Context: an optimization exercise on an open-source flow, tuned for small area. The choices shown serve that exercise and are no tape-out recipe. Where RTL was checked, it was by simulation tests only, not by an equivalence proof against the original. Power figures rest on the tool's default switching activity, not on a simulated workload.

==> module comm, before the edit <==
module comm (
     input  wire          clk,
     input  wire          reset_n,
     input  wire [7:0]    phr_psdu_in,
     input  wire          phr_psdu_in_valid,
     output wire          tx_out,
     output wire          tx_out_valid,
     input  wire          rx_in,
     output wire [7:0]    out,
     output wire [1:0]    out_valid
);
    reg        active;
    reg [6:0]  t;       
    reg        sph;     
    reg [4:0]  nb;      
    wire [1:0] g = t[4:3];
    reg [8:0]  pn;
    reg [15:0] crc;
    reg [20:0] ring [0:7];
    wire       sphase = sph;
    wire       dphase = sph && (nb > 5'd2);
    wire [2:0] bi = t[2:0];
    wire [7:0] r0, r1, r2;
    genvar gi;
    generate for (gi = 0; gi < 8; gi = gi + 1) begin : rd
        assign r0[gi] = ring[gi][(17 + gi) % 21];
        assign r1[gi] = ring[gi][3 + gi];
        assign r2[gi] = ring[gi][10 + gi];
    end endgenerate
    wire dbit = g[1] ? r2[bi] : g[0] ? r1[bi] : r0[bi];
    localparam [15:0] SFD = 16'hF398;
    wire       hbit = t[6] ? SFD[t[3:0]] : t[0];
    wire       sbit = (dphase ? dbit : ~crc[0]) ^ pn[0];
    assign tx_out_valid = active;
    assign tx_out       = active && (sphase ? sbit : hbit);
    integer k;
    always @(posedge clk) begin
        for (k = 0; k < 8; k = k + 1)
            ring[k] <= {ring[k][19:0], phr_psdu_in_valid ? phr_psdu_in[k] : ring[k][20]};
    end
    always @(posedge clk or negedge reset_n) begin
        if (~reset_n)
            active <= 1'b0;
        else if (!active)
            active <= phr_psdu_in_valid;
        else if (sph && nb == 5'd1 && t[2:0] == 3'd7)
            active <= 1'b0;
    end
    always @(posedge clk) begin
        if (!active) begin
            t   <= 7'd0;
            sph <= 1'b0;
            nb  <= phr_psdu_in_valid ? 5'd3 : 5'd2;
        end else begin
            if (!sph)
                t <= (t == 7'd79) ? 7'd0 : t + 7'd1;
            else begin
                t[2:0] <= t[2:0] + 3'd1;
                if (t[2:0] == 3'd7)
                    t[4:3] <= (t[4:3] == 2'd2) ? 2'd0 : t[4:3] + 2'd1;
            end
            if (t == 7'd79)
                sph <= 1'b1;
            if (phr_psdu_in_valid)
                nb <= nb + 5'd1;
            else if (sph && t[2:0] == 3'd7)
                nb <= nb - 5'd1;
        end
    end
    wire crc_fb = dphase ? (crc[0] ^ dbit) : 1'b0;
    always @(posedge clk) begin
        pn  <= {sphase ? pn[0] ^ pn[5] : 1'b1, pn[8:1]};
        crc <= {dphase ? crc_fb : !sphase, crc[15:12], crc[11] ^ crc_fb, crc[10:5], crc[4] ^ crc_fb, crc[3:1]};
    end
    reg  [6:0] kmp;
    reg        dsr;         
    reg  [2:0] ibc;         
    reg  [2:0] st;
    reg  [7:0] cnt;
    reg  [8:0] pf;
    reg  [7:0] ib;          
    localparam [15:0] SFD_BITS = 16'hF398;
    reg [6:0] kmp_fb;
    always @(*) begin
        if (!kmp[6])
            kmp_fb = {6'd0, kmp[0]};
        else case (kmp[3:0])
            4'd1:                    kmp_fb = 7'd64;
            4'd2, 4'd6, 4'd11:       kmp_fb = 7'd2;
            4'd4, 4'd8, 4'd13:       kmp_fb = 7'd3;
            4'd0, 4'd5, 4'd10:       kmp_fb = 7'd0;
            default:                 kmp_fb = 7'd1;
        endcase
    end
    wire       kmp_exp = kmp[6] ? SFD_BITS[kmp[3:0]] : kmp[0];
    wire [6:0] kmp_nx  = (rx_in == kmp_exp) ? kmp + 7'd1 : kmp_fb;
    wire match = (kmp == 7'd80);
    wire busy  = dsr && (st != 3'd0);           
    wire ds    = dsr ? busy : match;
    wire fire  = (ibc == 3'd0) && busy;
    wire fe    = fire && (st == 3'd7);
    wire hdr   = (st != 3'd0) && (st <= 3'd4);
    wire pay   = (st == 3'd5);
    assign out       = fire ? ib : 8'd0;
    assign out_valid = fire ? {st[2] && !hdr, !pay} : 2'd0;
    always @(posedge clk or negedge reset_n) begin
        if (~reset_n) begin
            kmp <= 7'd0;
            dsr <= 1'b0;
            st  <= 3'd0;
        end else begin
            kmp <= (!ds || fe) ? kmp_nx : 7'd0;
            dsr <= ds;
            if ((!dsr && match) || (fire && !(pay && cnt != 8'd1)))
                st <= st + 3'd1;
        end
    end
    always @(posedge clk) begin
        if (fire && (hdr || pay))
            cnt <= (st == 3'd1 || (hdr && cnt == 8'd0)) ? ib : cnt - 8'd1;
    end
    always @(posedge clk) begin
        ibc <= ds ? ibc + 3'd1 : 3'd0;
        pf  <= {ds ? pf[0] ^ pf[5] : 1'b1, pf[8:1]};
        ib  <= {rx_in ^ pf[0], ib[7:1]};
    end
endmodule
clock: 10.0 ns
lec_check: 0
cap_margin: 20
core_margin: 2
core_utilization: 65
slew_margin: 20
standard.sh (not shown) runs the stock make flow with config.mk's settings and CLKGATE_MAP_FILE= SYNTH_SCRIPT=/design/flow/synth_recipe.tcl, a recipe that flattens the netlist after the stock synthesis.
==> flow/flow/run.sh <==
#!/bin/bash
# Standard layout (the standard.sh, standard synthesis unchanged) with:
# - a leaner clock tree: no dummy loads, clkbuf_8 sink clusters of up to 16
#   flip-flops, clkbuf_8 root;
# - the smallest buffer (buf_1) on every input and output port.
# The make output goes to standard.log; ORFS keeps each step's log in orfs/logs.
set -euo pipefail
export CTS_ARGS="-sink_clustering_enable -repair_clock_nets -dont_use_dummy_load -buf_list sky130_fd_sc_hd__clkbuf_16 -root_buf sky130_fd_sc_hd__clkbuf_8 -sink_clustering_buffer sky130_fd_sc_hd__clkbuf_8 -sink_clustering_size 16 -sink_clustering_max_diameter 80"
export BUFFER_PORTS_ARGS="-buffer_cell sky130_fd_sc_hd__buf_1"
bash standard.sh > standard.log 2>&1
Edit:
--- a/flow/design.v
+++ b/flow/design.v
@@ -8,30 +8,29 @@
      input  wire          rx_in,
      output wire [7:0]    out,
      output wire [1:0]    out_valid
 );
     reg        active;
-    reg [6:0]  t;       
-    reg        sph;     
-    reg [4:0]  nb;      
-    wire [1:0] g = t[4:3];
+    reg [7:0]  t;
+    reg [4:0]  nreg;    
+    reg [1:0]  g;       
     reg [8:0]  pn;
     reg [15:0] crc;
     reg [20:0] ring [0:7];
-    wire       sphase = sph;
-    wire       dphase = sph && (nb > 5'd2);
+    wire       dphase = active && (t[7:3] >= 5'd10) && (t[7:3] < nreg);
+    wire       sphase = active && (t[7:3] >= 5'd10);
     wire [2:0] bi = t[2:0];
     wire [7:0] r0, r1, r2;
     genvar gi;
     generate for (gi = 0; gi < 8; gi = gi + 1) begin : rd
         assign r0[gi] = ring[gi][(17 + gi) % 21];
         assign r1[gi] = ring[gi][3 + gi];
         assign r2[gi] = ring[gi][10 + gi];
     end endgenerate
     wire dbit = g[1] ? r2[bi] : g[0] ? r1[bi] : r0[bi];
     localparam [15:0] SFD = 16'hF398;
-    wire       hbit = t[6] ? SFD[t[3:0]] : t[0];
+    wire       hbit = (t[7:6] == 2'b00) ? t[0] : SFD[t[3:0]];
     wire       sbit = (dphase ? dbit : ~crc[0]) ^ pn[0];
     assign tx_out_valid = active;
     assign tx_out       = active && (sphase ? sbit : hbit);
     integer k;
     always @(posedge clk) begin
@@ -41,33 +40,26 @@
     always @(posedge clk or negedge reset_n) begin
         if (~reset_n)
             active <= 1'b0;
         else if (!active)
             active <= phr_psdu_in_valid;
-        else if (sph && nb == 5'd1 && t[2:0] == 3'd7)
+        else if (t[7:3] == nreg + 5'd1 && t[2:0] == 3'd7)
             active <= 1'b0;
     end
     always @(posedge clk) begin
         if (!active) begin
-            t   <= 7'd0;
-            sph <= 1'b0;
-            nb  <= phr_psdu_in_valid ? 5'd3 : 5'd2;
+            t    <= 8'd0;
+            nreg <= phr_psdu_in_valid ? 5'd11 : 5'd10;
         end else begin
-            if (!sph)
-                t <= (t == 7'd79) ? 7'd0 : t + 7'd1;
-            else begin
-                t[2:0] <= t[2:0] + 3'd1;
-                if (t[2:0] == 3'd7)
-                    t[4:3] <= (t[4:3] == 2'd2) ? 2'd0 : t[4:3] + 2'd1;
-            end
-            if (t == 7'd79)
-                sph <= 1'b1;
+            t <= t + 8'd1;
             if (phr_psdu_in_valid)
-                nb <= nb + 5'd1;
-            else if (sph && t[2:0] == 3'd7)
-                nb <= nb - 5'd1;
+                nreg <= nreg + 5'd1;
         end
+        if (!sphase)
+            g <= 2'd0;
+        else if (t[2:0] == 3'd7)
+            g <= (g == 2'd2) ? 2'd0 : g + 2'd1;
     end
     wire crc_fb = dphase ? (crc[0] ^ dbit) : 1'b0;
     always @(posedge clk) begin
         pn  <= {sphase ? pn[0] ^ pn[5] : 1'b1, pn[8:1]};
         crc <= {dphase ? crc_fb : !sphase, crc[15:12], crc[11] ^ crc_fb, crc[10:5], crc[4] ^ crc_fb, crc[3:1]};
@@ -106,22 +98,23 @@
     always @(posedge clk or negedge reset_n) begin
         if (~reset_n) begin
             kmp <= 7'd0;
             dsr <= 1'b0;
             st  <= 3'd0;
+            cnt <= 8'd0;
         end else begin
             kmp <= (!ds || fe) ? kmp_nx : 7'd0;
             dsr <= ds;
             if ((!dsr && match) || (fire && !(pay && cnt != 8'd1)))
                 st <= st + 3'd1;
+            if (fire && hdr)
+                cnt <= (cnt == 8'd0) ? ib : cnt - 8'd1;
+            else if (fire && pay)
+                cnt <= cnt - 8'd1;
         end
     end
     always @(posedge clk) begin
-        if (fire && (hdr || pay))
-            cnt <= (st == 3'd1 || (hdr && cnt == 8'd0)) ? ib : cnt - 8'd1;
-    end
-    always @(posedge clk) begin
         ibc <= ds ? ibc + 3'd1 : 3'd0;
-        pf  <= {ds ? pf[0] ^ pf[5] : 1'b1, pf[8:1]};
+        pf  <= ds ? {pf[0] ^ pf[5], pf[8:1]} : 9'h1FF;
         ib  <= {rx_in ^ pf[0], ib[7:1]};
     end
 endmodule
After rerunning: Wire length went up by a few percent. Fmax went down by a few percent. Critical path depth went down by 1. Die area went up slightly. Flip-flop and latch count went up by 2. Count of clock-buffer cells in the layout does not change. Cell area went up slightly. Combinational power went down by roughly a tenth. Total power went down by a few percent. Area after synthesis went up slightly.
Only the layout flow was run in the second run of this note; the RTL was not checked for function there.

-- re-timing with driven ports --
How much do the figures lean on ideal ports? The routed layouts below were timed once more, with nothing changed but the port constraints. Step 1 assumes that a clkbuf_16 drives the clock port and a buf_2 every other input. Step 2 adds t to the input delays and takes it off the output delays; t is the mean of the earliest and latest rising clock arrival at the registers after step 1. Input paths then give back, and output paths get back, about the clock's delay inside the block. Three values: ideal, step 1, step 2; two values: the first two.
run | t (ns) | slack for setup (ns) | worst register clock-pin slew, ns
the first run | 0.502 | 5.094 / 5.061 / 5.563 | 0.10 / 0.10
the second run | 0.514 | 4.964 / 4.932 / 5.446 | 0.10 / 0.10
After both steps every run listed still meets setup and hold.
